Background: an optimization exercise with open tools, aiming at small area and a short achievable clock period. Do not read the settings as production practice. Only simulation tests tie the RTL to the original design; equivalence was not proved. No activity file was given, so power comes from the tool's default toggle rates.

<file path="design.v">
module processorPipe(
    input clk,
    input rst,
    input [15:0] instr_in,
    output [15:0] pc_out,
    output [15:0] alu_res,
    output memWrite,
    output regWrite,
    output [15:0] rf_WD,
    output [15:0] alu_b,
    output [15:0] read_rs,
    output [15:0] data_out,
    output [15:0] data_in
);
    integer i, k;
    reg [4:0] pc_q;    
    always @(posedge clk or posedge rst) begin
        if (rst)
            pc_q <= 5'd0;
        else
            pc_q <= pc_q + 5'd1;
    end
    assign pc_out = {10'd0, pc_q, 1'b0};
    wire [3:0] op_f = instr_in[15:12];
    wire alu_src_f = (op_f == 4'b0001) | (op_f == 4'b0010) | (op_f == 4'b1000) | (op_f == 4'b1010);
    wire sub_f = (op_f == 4'b0010) | (op_f == 4'b1100) |
                 ((op_f == 4'b0000) & (instr_in[2:1] == 2'b11));
    reg [15:0] ir;
    reg [7:1]  rs_oh, rt_oh;    
    reg        alu_src_d, sub_d;
    always @(posedge clk) begin
        ir <= instr_in;
        for (i = 1; i < 8; i = i + 1) begin
            rs_oh[i] <= (instr_in[11:9] == i[2:0]);
            rt_oh[i] <= (instr_in[8:6] == i[2:0]);
        end
        alu_src_d <= alu_src_f;
        sub_d <= sub_f;
    end
    wire [3:0] op = ir[15:12];
    wire [2:0] rt = ir[8:6];
    wire [2:0] rd = ir[5:3];
    wire [2:0] fn = ir[2:0];
    reg [2:0] alu_ctrl_d;
    reg       reg_dst_d, mem_to_reg_d, mem_write_d, reg_write_d;
    always @(*) begin
        reg_dst_d = 1'b0;
        mem_to_reg_d = 1'b0;
        mem_write_d = 1'b0;
        reg_write_d = 1'b0;
        alu_ctrl_d = 3'b010;
        case (op)
            4'b0000: begin reg_dst_d = 1'b1; reg_write_d = 1'b1; alu_ctrl_d = fn; end
            4'b0001: begin reg_write_d = 1'b1; end
            4'b0010: begin reg_write_d = 1'b1; alu_ctrl_d = 3'b110; end
            4'b1000: begin reg_write_d = 1'b1; mem_to_reg_d = 1'b1; end
            4'b1010: begin mem_write_d = 1'b1; end
            4'b1100: begin alu_ctrl_d = 3'b110; end
            default: ;
        endcase
    end
    reg [16*8-1:0] rf;    
    reg [15:0] rs_val, rt_val;
    always @(*) begin
        rs_val = 16'd0;
        rt_val = 16'd0;
        for (i = 1; i < 8; i = i + 1) begin
            rs_val = rs_val | (rf[16*i +: 16] & {16{rs_oh[i]}});
            rt_val = rt_val | (rf[16*i +: 16] & {16{rt_oh[i]}});
        end
    end
    wire [15:0] imm_ext = {{10{ir[5]}}, ir[5:0]};
    wire [15:0] b_d = alu_src_d ? imm_ext : rt_val;
    wire [15:0] bx_d = b_d ^ {16{sub_d}};    
    reg [15:0] ex_a, ex_b, ex_s, ex_p, ex_g;
    reg [2:0]  ex_ctrl;
    reg        ex_sub, ex_mem_write, ex_reg_write, ex_mem_to_reg;
    reg [2:0]  ex_wreg;
    always @(posedge clk) begin
        ex_a <= rs_val;
        ex_b <= b_d;
        ex_s <= rt_val;
        ex_p <= rs_val ^ bx_d;
        ex_g <= rs_val & bx_d;
        ex_ctrl <= alu_ctrl_d;
        ex_sub <= sub_d;
        ex_mem_write <= mem_write_d;
        ex_reg_write <= reg_write_d;
        ex_mem_to_reg <= mem_to_reg_d;
        ex_wreg <= reg_dst_d ? rd : rt;
    end
    assign read_rs = ex_a;
    assign alu_b = ex_b;
    wire [15:0] ex_t = ex_g | ex_p;
    reg [15:0] gg, pp, ng, np;
    reg [16:0] cy;
    always @(*) begin
        gg = ex_g;
        pp = ex_t;
        gg[0] = ex_g[0] | (ex_t[0] & ex_sub);
        for (k = 1; k < 16; k = 2 * k) begin
            ng = gg;
            np = pp;
            for (i = 0; i < 16; i = i + 1) begin
                if ((i / k) % 2 == 1) begin
                    ng[i] = gg[i] | (pp[i] & gg[(i / k) * k - 1]);
                    np[i] = pp[i] & pp[(i / k) * k - 1];
                end
            end
            gg = ng;
            pp = np;
        end
        cy = {gg, ex_sub};
    end
    wire [15:0] sum = ex_p ^ cy[15:0];
    wire slt = ex_p[15] ? sum[15] : ex_a[15];
    wire [15:0] lor = ex_t;
    reg [15:0] alu_out;
    always @(*) begin
        case (ex_ctrl)
            3'b000: alu_out = ex_g;
            3'b001: alu_out = lor;
            3'b010: alu_out = sum;
            3'b011: alu_out = ex_p;
            3'b100: alu_out = ~lor;
            3'b110: alu_out = sum;
            3'b111: alu_out = {15'd0, slt};
            default: alu_out = 16'd0;
        endcase
    end
    reg hz_arith, hz_x;
    always @(*) begin
        hz_arith = (ex_p[6] == cy[6]);
        for (i = 7; i < 16; i = i + 1)
            hz_arith = hz_arith & (ex_p[i] == ex_t[i - 1]);
        case (ex_ctrl)
            3'b000: hz_x = ~|ex_g[15:6];
            3'b001: hz_x = ~|ex_t[15:6];
            3'b011: hz_x = ~|ex_p[15:6];
            3'b100: hz_x = &ex_t[15:6];
            3'b010, 3'b110: hz_x = hz_arith;
            default: hz_x = 1'b1;
        endcase
    end
    wire wr_ok_x = ex_mem_write & hz_arith & (sum[5:0] >= 6'd5) & (sum[5:0] <= 6'd62);
    wire is_arith = (ex_ctrl == 3'b010) | (ex_ctrl == 3'b110);
    reg [5:1] lres;    
    always @(*) begin
        case (ex_ctrl)
            3'b000: lres = ex_g[5:1];
            3'b001: lres = ex_t[5:1];
            3'b011: lres = ex_p[5:1];
            3'b100: lres = ~ex_t[5:1];
            default: lres = 5'd0;
        endcase
    end
    function match;
        input integer bb;
        input v, w;
        match = ((ex_p[bb] ^ v) == (w ? ex_g[bb - 1] : ex_t[bb - 1]));
    endfunction
    reg [7:0] o_lo_x;
    reg [3:0] o_hi_x;
    reg [2:0] kk;
    always @(*) begin
        for (k = 0; k < 8; k = k + 1) begin
            kk = k[2:0];
            o_lo_x[k] = is_arith ? (((ex_p[1] ^ kk[0]) == cy[1]) & match(2, kk[1], kk[0])
                                    & match(3, kk[2], kk[1]))
                                 : (lres[3:1] == kk);
        end
        for (k = 0; k < 4; k = k + 1) begin
            kk = k[2:0];
            o_hi_x[k] = is_arith ? (((ex_p[4] ^ kk[0]) == cy[4]) & match(5, kk[1], kk[0]))
                                 : (lres[5:4] == kk[1:0]);
        end
    end
    wire cy_lo = alu_out[0];
    wire cy_hi = alu_out[0] & alu_out[1] & alu_out[2] & alu_out[3];
    wire [7:0] e_lo_x = cy_lo ? {o_lo_x[6:0], o_lo_x[7]} : o_lo_x;
    wire [3:0] e_hi_x = cy_hi ? {o_hi_x[2:0], o_hi_x[3]} : o_hi_x;
    reg [15:0] m_res, m_s;
    reg        m_mem_write, m_reg_write, m_mem_to_reg;
    reg [2:0]  m_wreg;
    reg [7:0]  o_lo, e_lo;
    reg [3:0]  o_hi, e_hi;
    reg        m_a0n;    
    reg        m_hz;     
    reg        m_wr_ok;  
    always @(posedge clk) begin
        m_hz <= hz_x;
        m_wr_ok <= wr_ok_x;
        m_res <= alu_out;
        o_lo <= o_lo_x;
        e_lo <= e_lo_x;
        o_hi <= o_hi_x;
        e_hi <= e_hi_x;
        m_a0n <= ~alu_out[0];
        m_s <= ex_s;
        m_mem_write <= ex_mem_write;
        m_reg_write <= ex_reg_write;
        m_mem_to_reg <= ex_mem_to_reg;
        m_wreg <= ex_wreg;
    end
    assign alu_res = m_res;
    assign memWrite = m_mem_write;
    assign data_in = m_s;
    reg [8*32-1:0] mem_e;    
    reg [8*32-1:0] mem_o;    
    wire [5:0] a = m_res[5:0];
    wire a0 = ~m_a0n;
    wire rd_ok = m_hz & (a != 6'd63);
    wire wr_ok = m_wr_ok;
    wire [8*32-1:0] bank_e = {mem_e[8*32-1:8*3], 8'h01, 8'h22, 8'h12};
    wire [8*32-1:0] bank_o = {mem_o[8*32-1:8*2], 8'h20, 8'h02};
    reg [7:0] rd_e, rd_o, grp_e, grp_o;
    integer j, h;
    always @(*) begin
        rd_e = 8'd0;
        rd_o = 8'd0;
        for (h = 0; h < 4; h = h + 1) begin
            grp_e = 8'd0;
            grp_o = 8'd0;
            for (j = 0; j < 8; j = j + 1) begin
                grp_e = grp_e | (bank_e[8*(8*h+j) +: 8] & {8{e_lo[j]}});
                grp_o = grp_o | (bank_o[8*(8*h+j) +: 8] & {8{o_lo[j]}});
            end
            rd_e = rd_e | (grp_e & {8{e_hi[h]}});
            rd_o = rd_o | (grp_o & {8{o_hi[h]}});
        end
    end
    wire s_o_lo = rd_ok & a0;      
    wire s_e_lo = rd_ok & ~a0;     
    wire [15:0] mem_rd = {({8{s_e_lo}} & rd_o) | ({8{s_o_lo}} & rd_e),
                          ({8{s_o_lo}} & rd_o) | ({8{s_e_lo}} & rd_e)};
    wire w_o_lo = m_mem_to_reg & s_o_lo;
    wire w_e_lo = m_mem_to_reg & s_e_lo;
    wire [15:0] wd_m = {16{~m_mem_to_reg}} & m_res;
    wire [15:0] wd_x = {({8{w_e_lo}} & rd_o) | ({8{w_o_lo}} & rd_e) | wd_m[15:8],
                        ({8{w_o_lo}} & rd_o) | ({8{w_e_lo}} & rd_e) | wd_m[7:0]};
    wire [3:0] wen_e = e_hi & {4{wr_ok}};
    wire [3:0] wen_o = o_hi & {4{wr_ok}};
    wire [7:0] wd_e = a0 ? m_s[15:8] : m_s[7:0];
    wire [7:0] wd_o = a0 ? m_s[7:0] : m_s[15:8];
    always @(posedge clk) begin
        for (j = 3; j < 32; j = j + 1)
            if (wen_e[j / 8] & e_lo[j % 8])
                mem_e[8*j +: 8] <= wd_e;
        for (j = 2; j < 32; j = j + 1)
            if (wen_o[j / 8] & o_lo[j % 8])
                mem_o[8*j +: 8] <= wd_o;
    end
    reg [15:0] w_data, w_wd;
    reg        w_reg_write;
    reg [2:0]  w_wreg;
    always @(posedge clk) begin
        w_data <= mem_rd;
        w_wd <= wd_x;
        w_reg_write <= m_reg_write;
        w_wreg <= m_wreg;
    end
    assign data_out = w_data;
    assign rf_WD = w_wd;
    assign regWrite = w_reg_write;
    always @(posedge clk) begin
        for (i = 1; i < 8; i = i + 1)
            if (w_reg_write & (w_wreg == i[2:0]))
                rf[16*i +: 16] <= w_wd;
    end
endmodule
</file>
<file path="flow/run.sh">
#!/bin/bash
# Layout flow: the standard ORFS flow (standard.sh, standard synthesis
# unchanged), with clock tree synthesis told not to insert dummy loads.
set -euo pipefail
export CTS_ARGS="-sink_clustering_enable -repair_clock_nets -dont_use_dummy_load -sink_clustering_size 30 -sink_clustering_max_diameter 60"
bash standard.sh > standard_flow.log 2>&1
</file>
<file path="standard.sh">
#!/bin/bash
# synth_recipe.tcl (not shown) runs the flow's synth.tcl, then flattens the netlist and writes it again
# the make line also repeats each setting of config.mk as NAME=value (left out here)
make -C /OpenROAD-flow-scripts/flow DESIGN_CONFIG=/design/flow/config.mk WORK_HOME=/design/flow/orfs CLKGATE_MAP_FILE= SYNTH_SCRIPT=/design/flow/synth_recipe.tcl "${@:-finish}"
</file>
<file path="config.mk">
export PLATFORM = sky130hd
export DESIGN_NAME = processorPipe
export DESIGN_NICKNAME = processorPipe
export VERILOG_FILES = /design/flow/design.v
export SDC_FILE = /design/flow/constraint.sdc
export NUM_CORES = 4
export LEC_CHECK = 0
export CAP_MARGIN = 20
export CORE_MARGIN = 2
export CORE_UTILIZATION = 50
export CTS_CLUSTER_DIAMETER = 60
export CTS_CLUSTER_SIZE = 30
export PLACE_DENSITY = 0.6
export SETUP_SLACK_MARGIN = 3.2
export SLEW_MARGIN = 20
</file>
<file path="constraint.sdc">
create_clock -name core_clock -period 5.5 [get_ports {clk}]
set_input_delay 1.1000 -clock core_clock [delete_from_list [all_inputs] [get_ports {clk}]]
set_output_delay 1.1000 -clock core_clock [all_outputs]
set_load 0.01 [all_outputs]
</file>
==> results of run 1 <==
-- kinds of logic after synthesis --
| group | Yosys count | synth area share [%] |
|---|---|---|
| AOI/OAI and AO/OA | 509 | 13.18 |
| and+or+nand+nor | 305 | 5.786 |
| DFF | 809 | 74.81 |
| buffers and inverters | 160 | 2.274 |
| other | 1 | 0.01271 |
| xor gates and xnor gates | 39 | 1.158 |
| adders and majority gates | 18 | 0.7551 |
| muxes | 53 | 2.015 |
-- synth_stat cells (12+ instances only) --
library cell / count / area, µm²
edfxtp_1: 584 / 17540
a22oi_1: 300 / 2252
dfxtp_1: 220 / 4404
clkbuf_1: 113 / 424.2
and3_1: 66 / 412.9
nand3_1: 52 / 260.3
mux2_2: 51 / 574.3
nand4_1: 50 / 312.8
a222oi_1: 38 / 380.4
nor2_1: 38 / 142.6
nand2_1: 30 / 112.6
xor2_1: 27 / 236.5
o22ai_1: 26 / 162.7
a21oi_1: 23 / 115.1
o21ai_0: 23 / 115.1
a22o_1: 21 / 183.9
a221oi_1: 18 / 157.7
ha_1: 17 / 212.7
buf_4: 16 / 120.1
o21a_1: 13 / 97.59
xnor2_1: 12 / 105.1
-- routing by layer --
metal,up-vias,share of wire [%],GRT usage (%)
li1,7767,-,-
met1,8992,41,36.87
met2,829,48,43.11
met3,139,7.3,4.124
met4,0,3.4,8.505
met5,-,0,0
-- critical path, stage by stage (launching register included) --
cell and delay, ns:
dfxtp_4 0.42, buf_4 0.22, a22oi_1 0.19, nand4_1 0.21
a22o_1 0.36, a221oi_4 0.26, o22ai_2 0.19, mux2_2 0.32
-- stage by stage --
stage	power (µW)	utilization [%]	hold WS, ns
after CTS	14780	56.11	0.3092
after global placement	11190	53.37	0.3103
final	14910	56.38	0.3024
after global routing	15430	56.38	0.3136
after floorplan	9514	-	0.3096
after detailed placement	11220	53.37	0.3121
-- layout by cell type (no fill, tap or decap), types with 42 or more instances in the layout --
master,n
clkbuf_16,45
dfxtp_4,42
nand3_1,51
dfxtp_2,49
dfxtp_1,129
mux2_2,51
buf_2,61
and3_1,66
buf_4,62
a22oi_1,297
edfxtp_1,584
nand4_1,50
-- report_power, final --
group	switching [µW]	total, µW	internal (µW)	leakage (µW)
registers	710	7980	7270	0.00722
logic	2270	3660	1390	0.00350
clock network	1820	3270	1460	0.000555
-- final cells by class --
type                    instances  area share, %
clock buffers                  45          3.404
inverters                      13         0.1551
multi-input cells             935          21.78
flip-flops and latches        809          67.36
well taps                     773          2.923
repair buffers                191          4.379
-- repair_timing --
action / CTS / global route
pin swaps: 3 / 7
gates cloned: 0 / 0
buffers inserted: 33 / 8
resized for setup: 518 / 66
endpoints found under the setup margin: 169 / 65
-- worst max path at each step --
stage	slack [ns]	endpoint
4_1_cts	3.18	rf_WD[14]
2_1_floorplan	3.42	e_lo[1]$_DFF_P_
5_1_grt	3.13	w_wd[13]$_DFF_P_
3_5_place_dp	2.41	e_lo[2]$_DFF_P_
6_report	3.18	w_wd[9]$_DFF_P_
3_3_place_gp	2.47	e_lo[2]$_DFF_P_
==> impl_metrics.toml, run 1 <==
[route]
routedWlPerCell_um = 29.28
via_per_inst = 6.409
dr.pass1.iters = 9
num_vias = 17727
drt_iter0_drc = 2103
postRouteAntennaNets = 0
routed_wl_um = 81000
drc = 0

[sta]
setup_violations = 0
setup_ws_ns = 3.176
fmax_mhz = 430.2
drv_slew = 0
max_slew.worst_pin.slew_ns = 1.040
min_period_ns = 2.324
hold_violations = 0
relSlewSlack_pct = 30.57
finalSetupTns_ns = 0
rsz0062_at_grt = "true"
fin_crit_sh_pct = 42.26
finClkSkew_ns = 0.06942

[placed_design]
place_area_um2 = 31320
port_buffers = 120
place_congestion = 0.8510
dp_cells = 2680
dp_hpwl_um = 51680
post-place-ws_ns = 2.412

[clocking]
clk_latency_ns = 0.63
htree_levels = 2
cts_tree = "built"
cts_sinks = 809
cts_hold_buf = 0
clk_pin_slew_ns = 0.11
numCtsBuffers = 45
clockBufferDepth = 3
cts_root_buf = "clkbuf_16"

[yosys]
async_flop_share_pct = 0.6180
synthesis.area_um2 = 29490
synth_warnings = 1
netlist_instances = 1894
synth_seq_cells = 809
yosys_most_used_dff = "edfxtp_1"
syn_avg_cell_area_um2 = 15.57
synth_edf_count = 584
ys_seq_area_share_pct = 74.81
synthDistinctLibCells = 72

[finish]
drive_above_1_share_pct = 20.77
top_regs = "mem_o x240, mem_e x232, rf x112"
regArea_um2 = 22290
syn_to_final_growth_pct = 12.18
design_area_um2 = 33090
regMostFlops = "mem_o"
largest_reg_flops = 240
multi_input_area_um2 = 7207
fillers = 4613
diodes = 0
final-instance-count-excl-fill = 2766
finalNetCount = 2030

[grt]
grt_remaining_overflow = 0
antenna_found_initial = 0
grt_start_max_net_pins = 60
grt_usage_pct = 26.55
grt_pass1_wl_um = 118600
grt_pass1_vias = 17493

[floorplan]
core-area_um2 = 58690
rows = 89
start_util_pct = 50.26
die-height_um = 246.9
ioPinCount = 132
dieArea_um2 = 60950
die_w_um = 246.9

[setup_path]
arrival_ns = 2.82
startpoint = "e_lo[2]$_DFF_P_"
worst-setup-path-type = "reg2reg"
r2r-end = "w_wd[9]$_DFF_P_"
required_ns = 5.99
reg2reg_from = "e_lo[2]$_DFF_P_"
setup.worst_path.start_class = "register"
critPathMaxFanout = 15
reg2regPathDepth = 7
endpoint_kind = "register"
rrSetupSlack_ns = 3.18

[pwr]
p_leak_uw = 0.01127
ir_worst_vdd_uv = 309.2
power_density_nw_per_um2 = 450.6

[run]
cap_violations = 0

[min_path]
hold_depth = 0
hold_end = "m_s[15]$_DFF_P_"
min_from = "ex_s[15]$_DFF_P_"
hold_path.class = "reg2reg"

[outcome]
status = "complete, no violations"
==> run 2, diff against run 1 <==
--- a/design.v
+++ b/design.v
@@ -73,7 +73,7 @@
     wire [15:0] b_d = alu_src_d ? imm_ext : rt_val;
     wire [15:0] bx_d = b_d ^ {16{sub_d}};    
     reg [15:0] ex_a, ex_b, ex_s, ex_p, ex_g;
-    reg [2:0]  ex_ctrl;
+    reg        ex_op_sum, ex_op_slt, ex_lp, ex_lg, ex_ln;
     reg        ex_sub, ex_mem_write, ex_reg_write, ex_mem_to_reg;
     reg [2:0]  ex_wreg;
     always @(posedge clk) begin
@@ -82,7 +82,11 @@
         ex_s <= rt_val;
         ex_p <= rs_val ^ bx_d;
         ex_g <= rs_val & bx_d;
-        ex_ctrl <= alu_ctrl_d;
+        ex_op_sum <= (alu_ctrl_d == 3'b010) | (alu_ctrl_d == 3'b110);
+        ex_op_slt <= (alu_ctrl_d == 3'b111);
+        ex_lp <= (alu_ctrl_d == 3'b001) | (alu_ctrl_d == 3'b011);
+        ex_lg <= (alu_ctrl_d == 3'b000) | (alu_ctrl_d == 3'b001);
+        ex_ln <= (alu_ctrl_d == 3'b100);
         ex_sub <= sub_d;
         ex_mem_write <= mem_write_d;
         ex_reg_write <= reg_write_d;
@@ -101,11 +105,9 @@
         for (k = 1; k < 16; k = 2 * k) begin
             ng = gg;
             np = pp;
-            for (i = 0; i < 16; i = i + 1) begin
-                if ((i / k) % 2 == 1) begin
-                    ng[i] = gg[i] | (pp[i] & gg[(i / k) * k - 1]);
-                    np[i] = pp[i] & pp[(i / k) * k - 1];
-                end
+            for (i = k; i < 16; i = i + 1) begin
+                ng[i] = gg[i] | (pp[i] & gg[i - k]);
+                np[i] = pp[i] & pp[i - k];
             end
             gg = ng;
             pp = np;
@@ -114,46 +116,18 @@
     end
     wire [15:0] sum = ex_p ^ cy[15:0];
     wire slt = ex_p[15] ? sum[15] : ex_a[15];
-    wire [15:0] lor = ex_t;
-    reg [15:0] alu_out;
-    always @(*) begin
-        case (ex_ctrl)
-            3'b000: alu_out = ex_g;
-            3'b001: alu_out = lor;
-            3'b010: alu_out = sum;
-            3'b011: alu_out = ex_p;
-            3'b100: alu_out = ~lor;
-            3'b110: alu_out = sum;
-            3'b111: alu_out = {15'd0, slt};
-            default: alu_out = 16'd0;
-        endcase
-    end
+    wire [15:0] lres_all = ({16{ex_lp}} & ex_p) | ({16{ex_lg}} & ex_g) | ({16{ex_ln}} & ~ex_t);
+    wire [15:0] alu_out = ({16{ex_op_sum}} & sum) | lres_all | {15'd0, ex_op_slt & slt};
     reg hz_arith, hz_x;
     always @(*) begin
         hz_arith = (ex_p[6] == cy[6]);
         for (i = 7; i < 16; i = i + 1)
             hz_arith = hz_arith & (ex_p[i] == ex_t[i - 1]);
-        case (ex_ctrl)
-            3'b000: hz_x = ~|ex_g[15:6];
-            3'b001: hz_x = ~|ex_t[15:6];
-            3'b011: hz_x = ~|ex_p[15:6];
-            3'b100: hz_x = &ex_t[15:6];
-            3'b010, 3'b110: hz_x = hz_arith;
-            default: hz_x = 1'b1;
-        endcase
+        hz_x = ex_op_sum ? hz_arith : ~|lres_all[15:6];
     end
     wire wr_ok_x = ex_mem_write & hz_arith & (sum[5:0] >= 6'd5) & (sum[5:0] <= 6'd62);
-    wire is_arith = (ex_ctrl == 3'b010) | (ex_ctrl == 3'b110);
-    reg [5:1] lres;    
-    always @(*) begin
-        case (ex_ctrl)
-            3'b000: lres = ex_g[5:1];
-            3'b001: lres = ex_t[5:1];
-            3'b011: lres = ex_p[5:1];
-            3'b100: lres = ~ex_t[5:1];
-            default: lres = 5'd0;
-        endcase
-    end
+    wire is_arith = ex_op_sum;
+    wire [5:1] lres = lres_all[5:1];    
     function match;
         input integer bb;
         input v, w;
==> flow/run.sh (replaced) <==
#!/bin/bash
# Layout flow: the standard ORFS flow (standard.sh, standard synthesis
# unchanged), with clock tree synthesis told not to insert dummy loads and
# the port buffers made plain buf_2 cells instead of delay buffers.
set -euo pipefail
export CTS_ARGS="-sink_clustering_enable -repair_clock_nets -dont_use_dummy_load -sink_clustering_size 30 -sink_clustering_max_diameter 60"
export BUFFER_PORTS_ARGS="-buffer_cell sky130_fd_sc_hd__buf_2"
bash standard.sh > standard_flow.log 2>&1
==> run 2 against run 1 <==
Against the previous run: clock power down 2%; die area increased by 0.17%; highest routed layer unchanged; via count grew 0.46%; total power fell by 0.36%; clock skew rose by 0.021 ns; final area down 2.0%; critical path type is now reg2out; hold slack improved by 0.0014 ns; sequential power is 2% higher; largest cell class unchanged.
==> impl_metrics.toml, run 2 <==
[finish]
diodes = 0
final_cell_mix = "584 x edfxtp_1, 295 x a22oi_1, 144 x dfxtp_1"
fillers = 4590
layout_commonest_cell = "edfxtp_1"
finalNetCount = 1999
multi_input_area_um2 = 7002
regArea_um2 = 22280
largest_reg_flops = 240
drive_above_1_share_pct = 18.86
syn_to_final_growth_pct = 9.752
top_regs = "mem_o x240, mem_e x232, rf x112"
regMostFlops = "mem_o"

[route]
routed_wl_um = 81690
routedWlPerCell_um = 29.87
num_vias = 17808
drc = 0
postRouteAntennaNets = 0
dr.pass1.iters = 8
drt_iter0_drc = 2118
via_per_inst = 6.511

[placed_design]
place_congestion = 0.8776
port_buffers = 120
post-place-ws_ns = 2.604
dp_hpwl_um = 52050

[grt]
grt_remaining_overflow = 0
grt_pass1_wl_um = 118700
grt_usage_pct = 26.70
grt_pass1_vias = 17108
antenna_found_initial = 2
grt_start_max_net_pins = 60

[yosys]
async_flop_share_pct = 0.6165
synthesis.area_um2 = 29550
synthDistinctLibCells = 76
netlist_instances = 1897
synth_warnings = 1
synthTopCellsByArea = "edfxtp_1 59%, dfxtp_1 15%, a22oi_1 7.6%"
yosys_most_used_dff = "edfxtp_1"
ys_seq_area_share_pct = 74.82
synth_edf_count = 584
yosys.area.top_type = "edfxtp_1"
synth_seq_cells = 811
netlist.area_leader.share_pct = 59.35
synth_common_cells = "584 x edfxtp_1, 299 x a22oi_1, 222 x dfxtp_1"
yosysMostFrequentCell = "edfxtp_1"
syn_avg_cell_area_um2 = 15.58

[clocking]
cts_root_buf = "clkbuf_16"
cts_tree = "built"
htree_levels = 2
cts_hold_buf = 0
cts_sinks = 811
clk_latency_ns = 0.63
clockBufferDepth = 3
numCtsBuffers = 44
clk_pin_slew_ns = 0.10

[setup_path]
required_ns = 4.40
slowest_stage = "dfxtp_4"
arrival_ns = 1.20
r2r-end = "w_wd[11]$_DFF_P_"
critPathMaxFanout = 3
worst-path-buf-inv = 1
rrSetupSlack_ns = 3.21
cp_top_family = "flip-flops"
endpoint_kind = "primary output"
path_cells = "buf_6"
setup.worst_path.start_class = "register"
reg2reg_from = "e_lo[4]$_DFF_P_"
crit_cells = 1
worst-setup-path-type = "reg2out"
slowest_delay_ns = 0.44
reg2regPathDepth = 7

[sta]
rsz0062_at_grt = "true"
holdWs_ns = 0.3039
drv_slew = 0
hold_violations = 0
setup_ws_ns = 3.198
relSlewSlack_pct = 24.27
finalSetupTns_ns = 0
max_slew.worst_pin.slew_ns = 1.134
fin_crit_sh_pct = 41.86
finClkSkew_ns = 0.09088
min_period_ns = 2.302
fmax_mhz = 434.3
setup_violations = 0

[min_path]
hold_end = "m_s[3]$_DFF_P_"
min_from = "ex_s[3]$_DFF_P_"
hold_path.class = "reg2reg"
hold_depth = 0

[pwr]
power_density_nw_per_um2 = 458.1
p_total_uw = 14850
p_leak_uw = 0.01107
ir_worst_vdd_uv = 332.4

[outcome]
status = "complete, no violations"

[floorplan]
start_util_pct = 50.35
die-height_um = 247.1
core-area_um2 = 58690
ioPinCount = 132
rows = 89
dieArea_um2 = 61050
die_w_um = 247.1

[run]
cap_violations = 0
[run 2: changes by cell type after synthesis, sizes merged, moves of 5 or more]
| cell | previous run | this run |
|---|---|---|
| clkbuf | 113 | 123 |
| nor4 | 11 | 4 |
| nand2 | 30 | 36 |
| a21oi | 25 | 31 |
| o31a | 0 | 5 |
| buf | 34 | 28 |
| nor2b | 7 | 0 |
[run 2: how the worst max path moves through the flow]
stage | startpoint | end | slack (ns)
2_1_floorplan | w_reg_write$_DFF_P_ | rf[64]$_DFFE_PP_ | 3.46
3_3_place_gp | e_lo[2]$_DFF_P_ | w_wd[9]$_DFF_P_ | 2.61
3_5_place_dp | o_lo[3]$_DFF_P_ | w_wd[9]$_DFF_P_ | 2.60
4_1_cts | w_wd[6]$_DFF_P_ | rf_WD[6] | 3.13
5_1_grt | w_wd[14]$_DFF_P_ | rf_WD[14] | 3.15
6_report | w_wd[14]$_DFF_P_ | rf_WD[14] | 3.20
[run 2: stage by stage]
step	utilization (%)	instances	instance area, µm²
final	55.26	2735	32430
after global routing	55.26	2735	32430
after CTS	54.98	2732	32270
after detailed placement	52.28	2673	30680
after global placement	52.27	2673	30680
after floorplan	-	1907	29580
[run 2: cells by family after synthesis]
kind of cell    after synthesis  synth area share (%)
xor+xnor                     42                 1.296
other cells                   1               0.01269
buf+inv                     166                 2.435
flops                       811                 74.82
compound gates              516                 13.29
simple gates                292                 5.471
fa+ha+maj                    18                0.7537
mux                          51                 1.927
[run 2: power by group]
group | switching [µW] | internal, µW | leakage [µW]
combinational | 2230 | 1270 | 0.00330
clock | 1800 | 1420 | 0.000542
sequential | 824 | 7320 | 0.00723
total | 4850 | 10000 | 0.0111
[run 2: layer usage]
layer  part of all wire, %  GRT usage (%)  vias to the layer above
met3                   8.1          4.569                      146
met1                    41          37.05                     9085
li1                      -              -                     7680
met4                   3.6          8.575                        0
met5                     0              0                        -
met2                    48          43.05                      897
[run 2: area by class of cell]
cell class                 instances  share of cell area, %
inverter                          15                 0.1813
tap                              773                  2.982
multi-input combinational        930                  21.59
sequential                       811                  68.71
clock buffer                      44                  3.395
timing repair buffer             162                  3.141
[run 2: what timing repair did]
item,in CTS,in global routing
buffers inserted,15,3
gates resized for setup,132,32
setup endpoints to repair,110,45
pin swaps,1,5
==> run 3, diff against run 2 <==
--- a/config.mk
+++ b/config.mk
@@ -5,11 +5,11 @@
 export SDC_FILE = /design/flow/constraint.sdc
 export NUM_CORES = 4
 export LEC_CHECK = 0
-export CAP_MARGIN = 20
+export CAP_MARGIN = 10
 export CORE_MARGIN = 2
 export CORE_UTILIZATION = 50
 export CTS_CLUSTER_DIAMETER = 60
 export CTS_CLUSTER_SIZE = 30
 export PLACE_DENSITY = 0.6
 export SETUP_SLACK_MARGIN = 3.2
-export SLEW_MARGIN = 20
+export SLEW_MARGIN = 10
==> run 3 against run 2 <==
Against the previous run: largest cell class unchanged; largest power group unchanged; synthesized cell count unchanged; utilization unchanged; wire length unchanged; still clean on timing, DRC and antenna; global-route usage unchanged; first-iteration DRC count unchanged; total power unchanged; non-clock buffer count unchanged; final cell count unchanged; fmax unchanged; sequential power about the same; clock-buffer cell count unchanged; final area unchanged.
==> impl_metrics.toml, run 3 <==
[finish]
fillers = 4590
design_area_um2 = 32430
regMostFlops = "mem_o"
final_cell_mix = "584 x edfxtp_1, 295 x a22oi_1, 144 x dfxtp_1"
largest_reg_flops = 240
layout_commonest_cell = "edfxtp_1"
finalNetCount = 1999
diodes = 0
top_regs = "mem_o x240, mem_e x232, rf x112"
syn_to_final_growth_pct = 9.752
drive_above_1_share_pct = 18.86
final-instance-count-excl-fill = 2735

[yosys]
synth_edf_count = 584
syn_avg_cell_area_um2 = 15.58
synth_warnings = 1
synthDistinctLibCells = 76
netlist.area_leader.share_pct = 59.35
yosysMostFrequentCell = "edfxtp_1"
synthesis.area_um2 = 29550
netlist_instances = 1897
ys_seq_area_share_pct = 74.82
synth_seq_cells = 811
async_flop_share_pct = 0.6165
yosys_most_used_dff = "edfxtp_1"
yosys.area.top_type = "edfxtp_1"
synth_common_cells = "584 x edfxtp_1, 299 x a22oi_1, 222 x dfxtp_1"
synthTopCellsByArea = "edfxtp_1 59%, dfxtp_1 15%, a22oi_1 7.6%"

[setup_path]
cp_top_family = "flip-flops"
arrival_ns = 1.20
critPathMaxFanout = 3
slowest_delay_ns = 0.44
endpoint_kind = "primary output"
required_ns = 4.40
startpoint = "w_wd[14]$_DFF_P_"
worst-path-buf-inv = 1
slowest_stage = "dfxtp_4"
worst-setup-path-type = "reg2out"
path_cells = "buf_6"
reg2reg_from = "e_lo[4]$_DFF_P_"
setup.worst_path.start_class = "register"

[min_path]
hold_path.class = "reg2reg"
min_from = "ex_s[3]$_DFF_P_"

[route]
num_vias = 17808
routed-wl-met2_um = 38860
m1WireLength_um = 33210
dr.pass1.iters = 8
drc = 0
routed.top_layer = "met4"
routed_wl_um = 81690
routedWlPerCell_um = 29.87
wl_met3_um = 6652
via_per_inst = 6.511
postRouteAntennaNets = 0
drt_iter0_drc = 2118

[clocking]
cts_root_buf = "clkbuf_16"
clk_latency_ns = 0.63
cts_tree = "built"
clk_pin_slew_ns = 0.10
htree_levels = 2
clockBufferDepth = 3
cts_sinks = 811
numCtsBuffers = 44

[placed_design]
dp_cells = 2673
place_congestion = 0.8776
place_area_um2 = 30680
dp_hpwl_um = 52050
post-place-ws_ns = 2.604
port_buffers = 120

[floorplan]
core-area_um2 = 58690
die_w_um = 247.1
dieArea_um2 = 61050
ioPinCount = 132
start_util_pct = 50.35
die-height_um = 247.1
rows = 89

[sta]
rsz0062_at_grt = "true"
setup_violations = 0
max_slew.worst_pin.slew_ns = 1.134
relSlewSlack_pct = 24.27
finalSetupTns_ns = 0
drv_slew = 0
holdWs_ns = 0.3039
fin_crit_sh_pct = 41.86
fmax_mhz = 434.3
finClkSkew_ns = 0.09088
setup_ws_ns = 3.198
min_period_ns = 2.302
hold_violations = 0

[grt]
grt_remaining_overflow = 0
grt_start_max_net_pins = 60
grt_pass1_wl_um = 118700
grt_usage_pct = 26.70
grt_pass1_vias = 17108
antenna_found_initial = 2

[run]
cap_violations = 0

[pwr]
ir_worst_vdd_uv = 332.4
p_leak_uw = 0.01107
power_density_nw_per_um2 = 458.1

[outcome]
status = "complete, no violations"
[run 3: cell counts after synthesis]
Identical to the previous run, type by type.
[run 3: stage by stage]
stage                     total power, µW  utilization, %
after floorplan                      9636               -
after global placement              11220           52.27
after detailed placement            11230           52.28
after CTS                           14750           54.98
after global routing                15360           55.26
final                               14850           55.26
[run 3: worst paths after layout]
check	endpoint	slack, ns	depth (start not counted)
min in group asynchronous	pc_q[1]$_DFF_PP0_	0.39	2
max in group asynchronous	pc_q[2]$_DFF_PP0_	4.94	2
max reg2reg	w_wd[11]$_DFF_P_	3.21	7
min reg2reg	m_s[3]$_DFF_P_	0.30	0
min	m_s[3]$_DFF_P_	0.30	0
max	rf_WD[14]	3.20	1
[run 3: cell families after synthesis]
family | count (synthesis) | synth area share (%)
multiplexers | 51 | 1.927
AO/OA/AOI/OAI | 516 | 13.29
AND/OR/NAND/NOR | 292 | 5.471
buffers and inverters | 166 | 2.435
flip-flops | 811 | 74.82
other | 1 | 0.01269
XOR/XNOR | 42 | 1.296
adder cells (fa/ha/maj) | 18 | 0.7537
[run 3: final cells by class]
type / instances / area, µm² / area share (%)
flip-flops and latches: 811 / 22280 / 68.71
clock buffers: 44 / 1101 / 3.395
well taps: 773 / 967.2 / 2.982
repair buffers: 162 / 1018 / 3.141
inverters: 15 / 58.81 / 0.1813
multi-input cells: 930 / 7002 / 21.59
[run 3: report_power, final]
| part | switching [µW] | total [µW] | internal (µW) |
|---|---|---|---|
| Sequential | 824 | 8140 | 7320 |
| Clock | 1800 | 3220 | 1420 |
| Combinational | 2230 | 3490 | 1270 |
| Total | 4850 | 14900 | 10000 |
[run 3: metal layers]
layer  GRT usage, %  vias up
li1               -     7680
met1          37.05     9085
met2          43.05      897
met3          4.569      146
met4          8.575        0
met5              0        -
[run 3: repair_timing]
item                       4_1_cts  5_1_grt
pin swaps                        1        5
setup endpoints to repair      110       45
resized for setup              132       32
setup buffers                   15        3
hold buffers                     0        0
==> run 4, diff against run 3 <==
==> flow/run.sh (replaced) <==
#!/bin/bash
# Layout flow: the standard ORFS flow (standard.sh, standard synthesis
# unchanged), with clock tree synthesis told not to insert dummy loads and
# the port buffers made plain buf_1 cells instead of delay buffers.
set -euo pipefail
export CTS_ARGS="-sink_clustering_enable -repair_clock_nets -dont_use_dummy_load -sink_clustering_size 30 -sink_clustering_max_diameter 60"
export BUFFER_PORTS_ARGS="-buffer_cell sky130_fd_sc_hd__buf_1"
bash standard.sh > standard_flow.log 2>&1
--- a/config.mk
+++ b/config.mk
@@ -5,11 +5,11 @@
 export SDC_FILE = /design/flow/constraint.sdc
 export NUM_CORES = 4
 export LEC_CHECK = 0
-export CAP_MARGIN = 10
+export CAP_MARGIN = 20
 export CORE_MARGIN = 2
 export CORE_UTILIZATION = 50
 export CTS_CLUSTER_DIAMETER = 60
 export CTS_CLUSTER_SIZE = 30
 export PLACE_DENSITY = 0.6
 export SETUP_SLACK_MARGIN = 3.2
-export SLEW_MARGIN = 10
+export SLEW_MARGIN = 20
==> run 4 against run 3 <==
Against the previous run: combinational power hardly changed; fmax is 0.14% higher; die area stayed put; final area is 0.41% lower; first-iteration DRC count is 8.5% higher; worst setup slack better by 0.0033 ns; global-route usage is 0.28 points lower; clock power is 2% higher; synthesized cell count stayed put; final cell count is 0.15% higher; critical path type unchanged; critical endpoint unchanged; largest cell class unchanged; highest routed layer is now met5.
==> impl_metrics.toml, run 4 <==
[setup_path]
critPathMaxFanout = 8
reg2reg_from = "e_lo[4]$_DFF_P_"
slowest_stage = "dfxtp_4"
endpoint_kind = "primary output"
startpoint = "w_wd[14]$_DFF_P_"
reg2regPathDepth = 7
slowest_delay_ns = 0.44
rrSetupSlack_ns = 3.25
worst-path-buf-inv = 1
worst-setup-path-type = "reg2out"
setup.worst_path.start_class = "register"
required_ns = 4.40
crit_cells = 1
r2r-end = "w_wd[13]$_DFF_P_"
cp-endpoint = "rf_WD[14]"
cp_top_family = "flip-flops"
path_cells = "buf_6"
arrival_ns = 1.20

[sta]
min_period_ns = 2.299
fin_crit_sh_pct = 41.80
hold_violations = 0
fmax_mhz = 434.9
finClkSkew_ns = 0.09032
max_slew.worst_pin.slew_ns = 0.9874
setup_violations = 0
drv_slew = 0
setup_ws_ns = 3.201
rsz0062_at_grt = "true"
finalSetupTns_ns = 0
relSlewSlack_pct = 34.08

[route]
routedWlPerCell_um = 29.80
routed_wl_um = 81610
num_vias = 17839
via_per_inst = 6.513
drt_iter0_drc = 2298
dr.pass1.iters = 9
postRouteAntennaNets = 0
drc = 0

[finish]
regArea_um2 = 22250
final_cell_mix = "584 x edfxtp_1, 298 x a22oi_1, 146 x dfxtp_1"
largest_reg_flops = 240
fillers = 4624
diodes = 0
top_regs = "mem_o x240, mem_e x232, rf x112"
regMostFlops = "mem_o"
layout_commonest_cell = "edfxtp_1"
syn_to_final_growth_pct = 9.299
finalNetCount = 2003
multi_input_area_um2 = 6943
final-instance-count-excl-fill = 2739
drive_above_1_share_pct = 14.90

[clocking]
cts_root_buf = "clkbuf_16"
clk_latency_ns = 0.63
htree_levels = 2
clk_pin_slew_ns = 0.10
clockBufferDepth = 3
cts_tree = "built"
numCtsBuffers = 45
cts_sinks = 811

[yosys]
netlist_instances = 1897
netlist.area_leader.share_pct = 59.35
async_flop_share_pct = 0.6165
synth_edf_count = 584
ys_seq_area_share_pct = 74.82
synthDistinctLibCells = 76
synth_common_cells = "584 x edfxtp_1, 299 x a22oi_1, 222 x dfxtp_1"
synthesis.area_um2 = 29550
yosys_most_used_dff = "edfxtp_1"
synthTopCellsByArea = "edfxtp_1 59%, dfxtp_1 15%, a22oi_1 7.6%"
synth_warnings = 1
synth_seq_cells = 811
syn_avg_cell_area_um2 = 15.58
yosys.area.top_type = "edfxtp_1"
yosysMostFrequentCell = "edfxtp_1"

[placed_design]
post-place-ws_ns = 2.905
dp_cells = 2675
port_buffers = 120
place_congestion = 0.8804
dp_hpwl_um = 51040

[floorplan]
dieArea_um2 = 61050
rows = 89
die_w_um = 247.1
die-height_um = 247.1
ioPinCount = 132
core-area_um2 = 58690
start_util_pct = 50.35

[grt]
grt_usage_pct = 26.42
grt_start_max_net_pins = 60
grt_pass1_vias = 16933
grt_pass1_wl_um = 117500
antenna_found_initial = 1
grt_remaining_overflow = 0

[outcome]
status = "complete, no violations"

[min_path]
min_from = "ex_s[15]$_DFF_P_"
hold_path.class = "reg2reg"

[pwr]
ir_worst_vdd_uv = 307.7
power_density_nw_per_um2 = 458.7
p_leak_uw = 0.01085

[run]
cap_violations = 0
run 4: cell counts after synthesis:
Identical to the previous run, type by type.
run 4: cell families after synthesis:
| logic type | count (synthesis) | share of synthesized area [%] |
|---|---|---|
| XOR/XNOR | 42 | 1.296 |
| flip-flops | 811 | 74.82 |
| multiplexers | 51 | 1.927 |
| adder cells (fa/ha/maj) | 18 | 0.7537 |
| other | 1 | 0.01269 |
| AO/OA/AOI/OAI | 516 | 13.29 |
| AND/OR/NAND/NOR | 292 | 5.471 |
| buffers and inverters | 166 | 2.435 |
run 4: per-stage QoR:
stage,utilization (%),power (µW),hold WS [ns],cell area [µm²]
2_1_floorplan,-,9636,0.3096,29580
3_3_place_gp,52.04,11170,0.3103,30540
3_5_place_dp,52.04,11190,0.3121,30540
4_1_cts,54.66,14670,0.3181,32080
5_1_grt,55.03,15280,0.3240,32290
6_report,55.03,14810,0.3086,32290
run 4: layout make-up:
cell class | instances | share of cell area (%)
inverters | 15 | 0.1821
clock buffers | 45 | 3.487
repair buffers | 165 | 2.929
multi-input cells | 930 | 21.50
flip-flops and latches | 811 | 68.91
well taps | 773 | 2.995
run 4: worst min-delay path by stage:
stage	slack, ns	to	depth (start not counted)
finish	0.31	m_s[15]$_DFF_P_	0
global route	0.32	m_s[15]$_DFF_P_	0
CTS	0.32	m_s[15]$_DFF_P_	0
detailed placement	0.31	m_s[10]$_DFF_P_	0
global placement	0.31	m_s[12]$_DFF_P_	0
floorplan	0.31	m_mem_to_reg$_DFF_P_	0
run 4: metal layers:
layer | GRT usage (%) | vias to the layer above | wire (µm)
met4 | 8.186 | 2 | 2842
li1 | - | 7674 | -
met1 | 36.90 | 9088 | 32850
met2 | 42.76 | 939 | 38870
met5 | 0 | - | 13
met3 | 4.124 | 136 | 7038
run 4: worst reg2reg max path: cells and delay by family (launching register included):
| family | cells | cell delay [ns] |
|---|---|---|
| AOI/OAI and AO/OA | 4 | 1.03 |
| DFF | 1 | 0.32 |
| muxes | 1 | 0.31 |
| buffers and inverters | 1 | 0.28 |
| and+or+nand+nor | 1 | 0.18 |
run 4: what timing repair did:
action                                  CTS  global route
pin swaps                                 0             2
hold buffers                              0             0
setup buffers                            12             7
endpoints found under the setup margin   95            57
resized for setup                       137            57
run 4: power by group:
group / internal (µW) / switching (µW)
clock: 1460 / 1820
sequential: 7310 / 717
combinational: 1210 / 2300
total: 9970 / 4840

==> re-timing with driven ports <==
How much do the figures lean on ideal ports? The routed layouts below were timed once more, with nothing changed but the port constraints. Step 1 (the two cells are an assumption about what drives the block):
set clk [get_ports {clk}]
set_driving_cell -lib_cell sky130_fd_sc_hd__clkbuf_16 $clk
set_driving_cell -lib_cell sky130_fd_sc_hd__buf_2 [delete_from_list [all_inputs] $clk]
Step 2 adds t to the input delays and takes it off the output delays; t is the mean of the earliest and latest rising clock arrival at the registers after step 1. Input paths then give back, and output paths get back, about the clock's delay inside the block. Three values: ideal ports, drivers, drivers and shift; two values: the first two.
run | shift t [ns] | setup WS [ns] | hold slack, ns
run 1 | 0.653 | 3.176 / 3.148 / 3.176 | 0.302 / 0.302 / 0.302
run 2 | 0.647 | 3.198 / 3.137 / 3.209 | 0.304 / 0.304 / 0.304
run 3 | 0.647 | 3.198 / 3.137 / 3.209 | 0.304 / 0.304 / 0.304
run 4 | 0.644 | 3.201 / 3.140 / 3.251 | 0.309 / 0.304 / 0.309
After both steps setup and hold are still met in every run listed.
